What follows belongs to an exercise in optimizing a design on an open flow for small area and a short achievable clock period; a production flow would make more cautious choices.
Only simulation tests tie the RTL to the original design; equivalence was not proved.
Power is estimated from default activity; no workload was simulated.

Setup of exp/indigo:
Design mips_core, start of the top module:
module mips_core(clk, reset, iaddr, instr, dm_addr, dm_wdata, dm_we, dm_rdata);
Size in the first run: roughly 4500 cells after synthesis, about 1100 flip-flops.
clock: 13.0 ns
lec_check: 0
cap_margin: 20
core_margin: 2
core_utilization: 55
place_density: 0.68
slew_margin: 20
synth_hierarchical: 1
run.sh (not shown) runs the stock make flow with config.mk's settings and CLKGATE_MAP_FILE= SYNTH_SCRIPT=/design/flow/synth_recipe.tcl, a recipe that flattens the netlist after the stock synthesis.
diff inputs: exp/indigo => exp/zinc
# exp/indigo
export LEC_CHECK = 0
export CAP_MARGIN = 20
export CORE_MARGIN = 2
export CORE_UTILIZATION = 55
export PLACE_DENSITY = 0.68
export SLEW_MARGIN = 20
export SYNTH_HIERARCHICAL = 1
create_clock -name core_clock -period 13.0 [get_ports {clk}]
# exp/zinc
export LEC_CHECK = 0
export CAP_MARGIN = 20
export CORE_MARGIN = 2
export CORE_UTILIZATION = 50
export PLACE_DENSITY = 0.64
export SETUP_SLACK_MARGIN = 5.0
export SLEW_MARGIN = 20
export SYNTH_HIERARCHICAL = 1
create_clock -name core_clock -period 13.0 [get_ports {clk}]
==> flow/flow/run.sh (new file) <==
#!/bin/bash
# The standard layout, with the port buffers that buffer_ports inserts made
# plain buf_4 cells (the default pick is a delay cell, clkdlybuf4s50_1,
# that the later timing repair leaves in place on the output paths).
set -euo pipefail
bash standard.sh BUFFER_PORTS_ARGS="-buffer_cell sky130_fd_sc_hd__buf_4" finish > standard.log 2>&1
==> flow/standard.sh (new file) <==
#!/bin/bash
# synth_recipe.tcl (not shown) runs the flow's synth.tcl, then flattens the netlist and writes it again
# the make line also repeats each setting of config.mk as NAME=value (left out here)
make -C /OpenROAD-flow-scripts/flow DESIGN_CONFIG=/design/flow/config.mk WORK_HOME=/design/flow/orfs CLKGATE_MAP_FILE= SYNTH_SCRIPT=/design/flow/synth_recipe.tcl "${@:-finish}"
removed: flow/run.sh
Notes after the runs:
- exp/zinc ends up with a critical path depth that is 3 higher than in exp/indigo.
- Met1 layer wirelength in the final routing (exp/indigo / exp/zinc): 0.907
- exp/zinc completed end to end with timing, DRC and antenna clean.
- Re share of total power in combinational logic: exp/indigo and exp/zinc aren't equal, and the higher value belongs to exp/zinc.
- exp/zinc ends up with a detailed-route wire length that is about 10% higher than in exp/indigo.
- Number of non-filler instances in the completed layout: exp/zinc higher than exp/indigo
Modified inputs, exp/delta compared to exp/zinc
# exp/zinc
export LEC_CHECK = 0
export CAP_MARGIN = 20
export CORE_MARGIN = 2
export CORE_UTILIZATION = 50
export PLACE_DENSITY = 0.64
export SETUP_SLACK_MARGIN = 5.0
export SLEW_MARGIN = 20
export SYNTH_HIERARCHICAL = 1
create_clock -name core_clock -period 13.0 [get_ports {clk}]
# exp/delta
export LEC_CHECK = 0
export CAP_MARGIN = 20
export CORE_MARGIN = 2
export CORE_UTILIZATION = 55
export PLACE_DENSITY = 0.68
export SETUP_SLACK_MARGIN = 4.0
export SLEW_MARGIN = 20
export SYNTH_HIERARCHICAL = 1
create_clock -name core_clock -period 13.0 [get_ports {clk}]
==> flow/run.sh (new file) <==
#!/bin/bash
# synth_recipe.tcl (not shown) runs the flow's synth.tcl, then flattens the netlist and writes it again
# the make line also repeats each setting of config.mk as NAME=value (left out here)
make -C /OpenROAD-flow-scripts/flow DESIGN_CONFIG=/design/flow/config.mk WORK_HOME=/design/flow/orfs CLKGATE_MAP_FILE= SYNTH_SCRIPT=/design/flow/synth_recipe.tcl finish
removed: flow/flow/run.sh
removed: flow/standard.sh
==> comparison <==
Delta (exp/delta minus exp/zinc): synthesis-to-layout area growth lower; part of the power in the clock network increased 0.4 points; count of buffers added by post-CTS timing repair for setup went down; ratio of final minimum period to clock period grew by 2.5 points; wire length of the first global-routing pass decreased about 4.6%. Relative to exp/zinc, depth of the worst register-to-register path has decreased by 6 in exp/delta. Tap cell count: lower on exp/delta. Against exp/zinc, shortest clock period the worst path allows after layout in exp/delta came out worse. Post-place instance area grows slightly when moving from exp/zinc to exp/delta. Relative to exp/zinc, clock buffer instance count of the final layout has increased by 3.1% in exp/delta. Total design power, exp/delta and exp/zinc, higher one = exp/delta.
> inputs changed (exp/delta -> exp/maple)
# exp/delta
export LEC_CHECK = 0
export CAP_MARGIN = 20
export CORE_MARGIN = 2
export CORE_UTILIZATION = 55
export PLACE_DENSITY = 0.68
export SETUP_SLACK_MARGIN = 4.0
export SLEW_MARGIN = 20
export SYNTH_HIERARCHICAL = 1
create_clock -name core_clock -period 13.0 [get_ports {clk}]
# exp/maple
export LEC_CHECK = 0
export CAP_MARGIN = 20
export CORE_MARGIN = 2
export CORE_UTILIZATION = 50
export CTS_CLUSTER_DIAMETER = 80
export CTS_CLUSTER_SIZE = 24
export PLACE_DENSITY = 0.64
export SETUP_SLACK_MARGIN = 4.4
export SLEW_MARGIN = 20
export SYNTH_HIERARCHICAL = 1
create_clock -name core_clock -period 13.0 [get_ports {clk}]
==> flow/flow/run.sh (new file) <==
#!/bin/bash
# The standard layout, with two changes:
# - the port buffers that buffer_ports inserts are plain buf_2 cells (the
#   default pick is a delay cell, clkdlybuf4s50_1, that the later timing
#   repair leaves in place on the output paths);
# - before floorplan, flow/downsize.tcl gives each combinational cell its
#   smallest drive strength, and the flow's repair sizes up what it needs.
set -euo pipefail
bash standard.sh BUFFER_PORTS_ARGS="-buffer_cell sky130_fd_sc_hd__buf_2" \
  PRE_FLOORPLAN_TCL="$PWD/flow/downsize.tcl" finish > standard.log 2>&1
==> flow/flow/downsize.tcl (new file) <==
# Before floorplan: give every combinational cell the smallest drive strength
# of its kind (synthesis maps each gate with a fixed load model and often
# picks a larger one); the timing repair of the flow sizes up what it needs.
set db [ord::get_db]
set smallest [dict create]
foreach lib [$db getLibs] {
  foreach m [$lib getMasters] {
    set n [$m getName]
    if {[regexp {^(sky130_fd_sc_hd__[a-z0-9]+)_[0-9]+$} $n -> base]} {
      if {[string match *lpflow* $n] || [string match *__df* $n] || [string match *__sdf* $n] || [string match *__edf* $n]} { continue }
      set a [expr {[$m getWidth] * [$m getHeight]}]
      if {![dict exists $smallest $base] || $a < [lindex [dict get $smallest $base] 0]} {
        dict set smallest $base [list $a $m]
      }
    }
  }
}
set n_swapped 0
foreach inst [[ord::get_db_block] getInsts] {
  set m [$inst getMaster]
  if {[regexp {^(sky130_fd_sc_hd__[a-z0-9]+)_[0-9]+$} [$m getName] -> base]} {
    if {![dict exists $smallest $base]} { continue }
    set s [lindex [dict get $smallest $base] 1]
    if {[$s getName] ne [$m getName]} {
      if {[$inst swapMaster $s]} { incr n_swapped }
    }
  }
}
puts "downsize: $n_swapped cells set to their smallest drive strength"
==> flow/standard.sh (new file) <==
#!/bin/bash
# synth_recipe.tcl (not shown) runs the flow's synth.tcl, then flattens the netlist and writes it again
# the make line also repeats each setting of config.mk as NAME=value (left out here)
make -C /OpenROAD-flow-scripts/flow DESIGN_CONFIG=/design/flow/config.mk WORK_HOME=/design/flow/orfs CLKGATE_MAP_FILE= SYNTH_SCRIPT=/design/flow/synth_recipe.tcl "${@:-finish}"
removed: flow/run.sh
--- outcome ---
The final total power of exp/maple is lower than that of exp/delta.
[compare] base=exp/delta new=exp/maple: insertion delay to the later sink of the worst-skew pair roughly the same; maximum frequency higher.
[diff] total wire length after detailed routing, exp/maple relative to exp/delta: regression
The cell count after placement number comes out lower for exp/delta vs exp/maple.
Measured against each other, exp/maple and exp/delta differ in total power per unit cell area, the higher figure coming from exp/delta.

## re-timing with driven ports
In the flow no input, the clock included, has a driving cell. The finished layouts below were timed again as built, in two steps. Step 1 assumes that a clkbuf_16 drives the clock port and a buf_2 every other input. Step 2, shift: input delay + t, output delay - t, t = (earliest + latest rising clock arrival at the registers) / 2. This alone moves slack from input paths to output paths. Slacks: no drivers / after step 1 / after step 2; pairs: no drivers / after step 1.
run	shift t [ns]	setup slack, ns	worst slew at a driven data input, ns	cell pins on the clock port's net
exp/indigo	0.760	2.086 / 2.062 / 2.062	0.05	1
exp/zinc	0.796	4.134 / 4.086 / 4.086	0.07	1
exp/delta	0.773	3.810 / 3.785 / 3.207	0.05	1
exp/maple	0.771	3.975 / 3.924 / 3.711	0.07	1
After both steps every run listed still meets setup and hold. For exp/delta, which loses most, drivers alone change the setup slack by -0.025 ns; drivers and shift together by -0.603 ns.
